From an optimization exercise on the open Yosys and OpenROAD flow, aimed at small area and a short achievable clock period; shortcuts taken in it are not production practice. Where RTL was checked, it was by simulation tests only, not by an equivalence proof against the original.

== alpha ==
// cordic
module cordic (
    input  wire        clk,
    input  wire        rst,
    input  wire        valid_i,
    input  wire signed [16:0] x_i,
    input  wire signed [16:0] y_i,
    output wire        valid_o,
    output wire signed [16:0] x_o,
    output wire signed [16:0] y_o
    );
clock: 4.6 ns
lec_check: 0
cap_margin: 20
core_margin: 2
core_utilization: 40
setup_slack_margin: 1.5
slew_margin: 20
run.sh (not shown) runs the stock make flow with config.mk's settings and CLKGATE_MAP_FILE= SYNTH_SCRIPT=/design/flow/synth_recipe.tcl, a recipe that flattens the netlist after the stock synthesis.
Per the final summary, alpha finished and its layout is clean on timing, DRC and antenna.
Changes in beta relative to alpha:
# alpha
export LEC_CHECK = 0
export CAP_MARGIN = 20
export CORE_MARGIN = 2
export CORE_UTILIZATION = 40
export SETUP_SLACK_MARGIN = 1.5
export SLEW_MARGIN = 20
create_clock -name core_clock -period 4.6 [get_ports {clk}]
# beta
export LEC_CHECK = 0
export ABC_AREA = 1
export CAP_MARGIN = 20
export CORE_MARGIN = 2
export CORE_UTILIZATION = 40
export CTS_CLUSTER_DIAMETER = 120
export CTS_CLUSTER_SIZE = 20
export SETUP_SLACK_MARGIN = 2.0
export SLEW_MARGIN = 20
create_clock -name core_clock -period 4.6 [get_ports {clk}]
==> flow/flow/run.sh (new file) <==
#!/bin/bash
# The standard layout (standard.sh: ORFS from synthesis to the final layout), with one change:
# ADDER_MAP_FILE is empty, so ORFS's synthesis skips Yosys's full/half adder extraction and abc maps
# the adders' logic like the rest. Everything else, including the registers, is the standard flow.
set -euo pipefail
cd "$(dirname "$0")/.."
export ADDER_MAP_FILE=
bash standard.sh > standard.log 2>&1
==> flow/standard.sh (new file) <==
#!/bin/bash
# synth_recipe.tcl (not shown) runs the flow's synth.tcl, then flattens the netlist and writes it again
# the make line also repeats each setting of config.mk as NAME=value (left out here)
make -C /OpenROAD-flow-scripts/flow DESIGN_CONFIG=/design/flow/config.mk WORK_HOME=/design/flow/orfs CLKGATE_MAP_FILE= SYNTH_SCRIPT=/design/flow/synth_recipe.tcl "${@:-finish}"
removed: flow/run.sh
### Flow results
The met3 track demand over resource in global routing in beta sits 0.29 points below the value recorded for alpha. Summary of beta over alpha: share of cell area taken by multi-input logic gates went down, buffer count excluding the clock tree in the final layout went down, critical path depth went up. Re final wirelength: alpha was lower than beta. beta vs alpha on CTS buffer count: beta is the lower one.
Modified inputs, gamma compared to beta
# beta
export LEC_CHECK = 0
export ABC_AREA = 1
export CAP_MARGIN = 20
export CORE_MARGIN = 2
export CORE_UTILIZATION = 40
export CTS_CLUSTER_DIAMETER = 120
export CTS_CLUSTER_SIZE = 20
export SETUP_SLACK_MARGIN = 2.0
export SLEW_MARGIN = 20
create_clock -name core_clock -period 4.6 [get_ports {clk}]
# gamma
export LEC_CHECK = 0
export ABC_AREA = 1
export CAP_MARGIN = 20
export CORE_MARGIN = 2
export CORE_UTILIZATION = 40
export SETUP_SLACK_MARGIN = 2.0
export SLEW_MARGIN = 20
create_clock -name core_clock -period 4.6 [get_ports {clk}]
Results
Final hold slack: beta vs gamma, no meaningful difference. Run comparison: gamma termination of the worst setup path x_o[12]; beta termination of the worst setup path rx_a[15]$_DFF_P_. Measured against each other, gamma and beta differ in count of cell instances traversed by the critical path, the lower figure coming from gamma. gamma — fraction of area in registers 1.0 points lower, beta as reference. From beta to gamma the numbers moved as follows: average wire per standard cell went down, global-route usage went up, final critical-path setup slack went down. Across both runs, transition time at the pin with the least slew margin was lower for gamma than for beta. gamma and beta all finish clean. Compared with beta, gamma shows a higher fraction of the cycle the final worst path needs.
Function was not checked in any run of this note: the RTL went through the layout flow alone.

* * *

Another version of the RTL of cordic (not shown whole).
Size: roughly 6000 cells after synthesis, about 580 flip-flops, ~72 I/O pins.
export LEC_CHECK = 0
export ABC_AREA = 1
export CAP_MARGIN = 20
export CORE_MARGIN = 2
export CORE_UTILIZATION = 40
export CTS_CLUSTER_DIAMETER = 120
export CTS_CLUSTER_SIZE = 25
export SETUP_SLACK_MARGIN = 2.2
export SLEW_MARGIN = 20
create_clock -name core_clock -period 4.6 [get_ports {clk}]
standard.sh (not shown) runs the stock make flow with config.mk's settings and CLKGATE_MAP_FILE= SYNTH_SCRIPT=/design/flow/synth_recipe.tcl, a recipe that flattens the netlist after the stock synthesis.
==> flow/flow/run.sh <==
#!/bin/bash
# The standard layout (standard.sh: ORFS from synthesis to the final layout), with one change:
# ADDER_MAP_FILE is empty, so ORFS's synthesis skips Yosys's full/half adder extraction and abc maps
# the adders' logic like the rest. Everything else, including the registers, is the standard flow.
set -euo pipefail
cd "$(dirname "$0")/.."
export ADDER_MAP_FILE=
bash standard.sh > standard.log 2>&1
The starting point went through all stages and came out clean.
Change:
==> flow/run.sh (new file) <==
#!/bin/bash
# synth_recipe.tcl (not shown) runs the flow's synth.tcl, then flattens the netlist and writes it again
# the make line also repeats each setting of config.mk as NAME=value (left out here)
make -C /OpenROAD-flow-scripts/flow DESIGN_CONFIG=/design/flow/config.mk WORK_HOME=/design/flow/orfs CLKGATE_MAP_FILE= SYNTH_SCRIPT=/design/flow/synth_recipe.tcl finish
Settings changed: ABC_AREA 1 to not set, CTS_CLUSTER_DIAMETER 120 to not set, CTS_CLUSTER_SIZE 25 to not set, SETUP_SLACK_MARGIN 2.2 to 1.5.
removed: flow/flow/run.sh
removed: flow/standard.sh
What happened: Final cell count fell by about 36%; sequential cell count is unchanged; via count fell by about 33%; global-route usage fell by 0.75 points; core utilization rose by 2.8 points.
Change:
==> flow/flow/run.sh (new file) <==
#!/bin/bash
# The standard layout (standard.sh: ORFS from synthesis to the final layout), with one change:
# ADDER_MAP_FILE is empty, so ORFS's synthesis skips Yosys's full/half adder extraction and abc maps
# the adders' logic like the rest. Everything else, including the registers, is the standard flow.
set -euo pipefail
cd "$(dirname "$0")/.."
export ADDER_MAP_FILE=
bash standard.sh > standard.log 2>&1
==> flow/standard.sh (new file) <==
#!/bin/bash
# synth_recipe.tcl (not shown) runs the flow's synth.tcl, then flattens the netlist and writes it again
# the make line also repeats each setting of config.mk as NAME=value (left out here)
make -C /OpenROAD-flow-scripts/flow DESIGN_CONFIG=/design/flow/config.mk WORK_HOME=/design/flow/orfs CLKGATE_MAP_FILE= SYNTH_SCRIPT=/design/flow/synth_recipe.tcl "${@:-finish}"
Settings changed: ABC_AREA set to 1, SETUP_SLACK_MARGIN 1.5 to 2.5.
removed: flow/run.sh
Synthesized area went up by about 9%; final area rose by 27%; hold slack degrades by 0.036 ns; synthesized cell count climbs by 79%; die area increases by about 9%; setup slack improves by 0.82 ns; wire length rises by 43%; via count goes up by 64%.

* * *

== build 76 ==
Starting RTL as in the previous note.
// cordic
module cordic (
    input  wire        clk,
    input  wire        rst,
    input  wire        valid_i,
    input  wire signed [16:0] x_i,
    input  wire signed [16:0] y_i,
    output wire        valid_o,
    output wire signed [16:0] x_o,
    output wire signed [16:0] y_o
    );
==> flow/config.mk <==
export PLATFORM = sky130hd
export DESIGN_NAME = cordic
export DESIGN_NICKNAME = cordic
export VERILOG_FILES = /design/flow/design.v
export SDC_FILE = /design/flow/constraint.sdc
export NUM_CORES = 4
export LEC_CHECK = 0
export ABC_AREA = 1
export CAP_MARGIN = 20
export CORE_MARGIN = 2
export CORE_UTILIZATION = 40
export CTS_CLUSTER_DIAMETER = 120
export CTS_CLUSTER_SIZE = 20
export PLACE_DENSITY = 0.7
export SETUP_SLACK_MARGIN = 2.1
export SLEW_MARGIN = 20
==> flow/constraint.sdc <==
create_clock -name core_clock -period 4.6 [get_ports {clk}]
set_input_delay 0.9200 -clock core_clock [delete_from_list [all_inputs] [get_ports {clk}]]
set_output_delay 0.9200 -clock core_clock [all_outputs]
set_load 0.01 [all_outputs]
==> flow/flow/run.sh <==
#!/bin/bash
# The standard layout (standard.sh: ORFS from synthesis to the final layout), with one change:
# ADDER_MAP_FILE is empty, so ORFS's synthesis skips Yosys's full/half adder extraction and abc maps
# the adders' logic like the rest. Everything else, including the registers, is the standard flow.
set -euo pipefail
cd "$(dirname "$0")/.."
export ADDER_MAP_FILE=
bash standard.sh > standard.log 2>&1
The inputs of build 75 differ from those of build 76 as listed below.
# build 76
export LEC_CHECK = 0
export ABC_AREA = 1
export CAP_MARGIN = 20
export CORE_MARGIN = 2
export CORE_UTILIZATION = 40
export CTS_CLUSTER_DIAMETER = 120
export CTS_CLUSTER_SIZE = 20
export PLACE_DENSITY = 0.7
export SETUP_SLACK_MARGIN = 2.1
export SLEW_MARGIN = 20
create_clock -name core_clock -period 4.6 [get_ports {clk}]
# build 75
export LEC_CHECK = 0
export CAP_MARGIN = 20
export CORE_MARGIN = 2
export CORE_UTILIZATION = 40
export SETUP_SLACK_MARGIN = 1.8
export SLEW_MARGIN = 20
create_clock -name core_clock -period 4.6 [get_ports {clk}]
==> flow/run.sh (new file) <==
#!/bin/bash
# synth_recipe.tcl (not shown) runs the flow's synth.tcl, then flattens the netlist and writes it again
# the make line also repeats each setting of config.mk as NAME=value (left out here)
make -C /OpenROAD-flow-scripts/flow DESIGN_CONFIG=/design/flow/config.mk WORK_HOME=/design/flow/orfs CLKGATE_MAP_FILE= SYNTH_SCRIPT=/design/flow/synth_recipe.tcl finish
removed: flow/flow/run.sh
removed: flow/standard.sh
--- outcome ---
Build 76 completed; timing, DRC and antenna clean. No stage failed in build 75, and the final checks on the layout all came back clean. Build 75: count of standard-cell rows is 4.5% lower than what build 76 reported. Number of inserted filler cells in the final layout, build 75 and build 76: larger value in build 76. Build 76 has a higher number of cells in the finished layout apart from fillers than build 75.
## Diff of input files: build 80 against build 75
# build 75
export LEC_CHECK = 0
export CAP_MARGIN = 20
export CORE_MARGIN = 2
export CORE_UTILIZATION = 40
export SETUP_SLACK_MARGIN = 1.8
export SLEW_MARGIN = 20
create_clock -name core_clock -period 4.6 [get_ports {clk}]
# build 80
export LEC_CHECK = 0
export ABC_AREA = 1
export CAP_MARGIN = 20
export CORE_MARGIN = 2
export CORE_UTILIZATION = 45
export CTS_CLUSTER_DIAMETER = 120
export CTS_CLUSTER_SIZE = 20
export SETUP_SLACK_MARGIN = 2.1
export SLEW_MARGIN = 20
create_clock -name core_clock -period 4.6 [get_ports {clk}]
==> flow/flow/run.sh (new file) <==
#!/bin/bash
# The standard layout (standard.sh: ORFS from synthesis to the final layout), with one change:
# ADDER_MAP_FILE is empty, so ORFS's synthesis skips Yosys's full/half adder extraction and abc maps
# the adders' logic like the rest. Everything else, including the registers, is the standard flow.
set -euo pipefail
cd "$(dirname "$0")/.."
export ADDER_MAP_FILE=
bash standard.sh > standard.log 2>&1
==> flow/standard.sh (new file) <==
#!/bin/bash
# synth_recipe.tcl (not shown) runs the flow's synth.tcl, then flattens the netlist and writes it again
# the make line also repeats each setting of config.mk as NAME=value (left out here)
make -C /OpenROAD-flow-scripts/flow DESIGN_CONFIG=/design/flow/config.mk WORK_HOME=/design/flow/orfs CLKGATE_MAP_FILE= SYNTH_SCRIPT=/design/flow/synth_recipe.tcl "${@:-finish}"
removed: flow/run.sh
Notes after the runs:
- Cmp build 75 and build 80 / sequential portion of the cell area / lower: build 75
- In the flow results for build 75 and build 80, the horizontal extent of the die is larger on build 75.
- The share of layout cells above drive strength 1 of build 80 is lower than that of build 75.
- Sort build 75 and build 80 by endpoint required time on the critical path, ascending, and build 75 comes first.
- Build 75 vs build 80, timing startpoint of the critical path: rdx0 vs y_i[3]
Inputs modified between build 80 and build 10:
# build 80
export LEC_CHECK = 0
export ABC_AREA = 1
export CAP_MARGIN = 20
export CORE_MARGIN = 2
export CORE_UTILIZATION = 45
export CTS_CLUSTER_DIAMETER = 120
export CTS_CLUSTER_SIZE = 20
export SETUP_SLACK_MARGIN = 2.1
export SLEW_MARGIN = 20
create_clock -name core_clock -period 4.6 [get_ports {clk}]
# build 10
export LEC_CHECK = 0
export ABC_AREA = 1
export CAP_MARGIN = 20
export CORE_MARGIN = 2
export CORE_UTILIZATION = 40
export CTS_CLUSTER_DIAMETER = 120
export CTS_CLUSTER_SIZE = 20
export SETUP_SLACK_MARGIN = 2.0
export SLEW_MARGIN = 20
create_clock -name core_clock -period 4.6 [get_ports {clk}]
Findings:
Summary: worst path setup slack after routing, build 10 worse than build 80
In the metrics for build 10 and build 80, the one carrying the higher register-to-register slack is build 80.
Cell area: build 10 < build 80
A kind of critical path of reg2reg is what build 10 shows, while in2reg belongs to build 80.
Vertical die dimension ended up about 6% higher on build 10 than on build 80.
Build 10 vs build 80 on critical path's largest stage delay: build 10 is the lower one.
Summary — critical path arrival, build 10 relative to build 80: lower, by 0.04 ns.
The maximum clock frequency of build 10 is lower than that of build 80.
The final reports for build 10 and build 80 show number of buffers inserted during clock tree synthesis lower in the former.
[inputs] build 70 vs build 10
# build 10
export LEC_CHECK = 0
export ABC_AREA = 1
export CAP_MARGIN = 20
export CORE_MARGIN = 2
export CORE_UTILIZATION = 40
export CTS_CLUSTER_DIAMETER = 120
export CTS_CLUSTER_SIZE = 20
export SETUP_SLACK_MARGIN = 2.0
export SLEW_MARGIN = 20
create_clock -name core_clock -period 4.6 [get_ports {clk}]
# build 70
export LEC_CHECK = 0
export ABC_AREA = 1
export CAP_MARGIN = 20
export CORE_MARGIN = 2
export CORE_UTILIZATION = 40
export SETUP_SLACK_MARGIN = 2.0
export SLEW_MARGIN = 20
create_clock -name core_clock -period 4.6 [get_ports {clk}]
==> flow/run.sh (new file) <==
#!/bin/bash
# synth_recipe.tcl (not shown) runs the flow's synth.tcl, then flattens the netlist and writes it again
# the make line also repeats each setting of config.mk as NAME=value (left out here)
make -C /OpenROAD-flow-scripts/flow DESIGN_CONFIG=/design/flow/config.mk WORK_HOME=/design/flow/orfs CLKGATE_MAP_FILE= SYNTH_SCRIPT=/design/flow/synth_recipe.tcl finish
removed: flow/flow/run.sh
removed: flow/standard.sh
Build 70 vs. build 10: share of cell area taken by multi-input logic gates lost 1.3 points, die extent in y dropped about 2%, post-cts repair resize count now larger, horizontal die dimension lower. Delta (build 70 minus build 10): utilization +7.2 points. Build 70 can be clocked slower than build 10. In build 70, the final clock period utilization by the worst path came out 10 points above the value in build 10. The lower total number of cells along the worst setup path came out of build 10.

==> separate check: timing with driven ports <==
The flow's constraints put no driver on any port. The routed layouts listed below were extracted and timed again, unchanged, in two steps.
Step 1, drivers: a clkbuf_16 drives clk and a buf_2 each remaining input, both assumed.
Step 2 also shifts input and output timing later by t, the mid clock arrival at the registers, as if the neighbouring blocks saw the same clock.
Slacks: ideal / step 1 / step 2; pairs: ideal / step 1.
run | t (ns) | slack for setup (ns) | worst setup path at the end | worst slew at a driven data input, ns
alpha | 0.675 | 1.465 / 1.465 / 1.442 | input to register | 0.04
beta | 0.639 | 2.204 / 2.152 / 1.598 | input to register | 0.03
gamma | 0.693 | 2.179 / 2.116 / 1.540 | input to register | 0.03
the first run of note 2 | 0.672 | 2.297 / 2.297 / 1.665 | input to register | 0.05
the second run of note 2 | 0.663 | 1.474 / 1.474 / 1.366 | input to register | 0.06
the third run of note 2 | 0.682 | 2.291 / 2.291 / 1.929 | input to register | 0.05
build 76 | 0.627 | 2.193 / 2.132 / 1.620 | input to register | 0.04
build 75 | 0.663 | 1.370 / 1.370 / 1.351 | input to register | 0.05
build 80 | 0.629 | 2.200 / 2.180 / 1.615 | input to register | 0.05
build 10 | 0.623 | 2.178 / 2.136 / 1.628 | input to register | 0.04
build 70 | 0.677 | 1.717 / 1.717 / 1.717 | register to register | 0.05
After both steps every run listed still meets setup and hold. For gamma, which loses most, drivers alone change the setup slack by -0.063 ns; drivers and shift together by -0.639 ns.
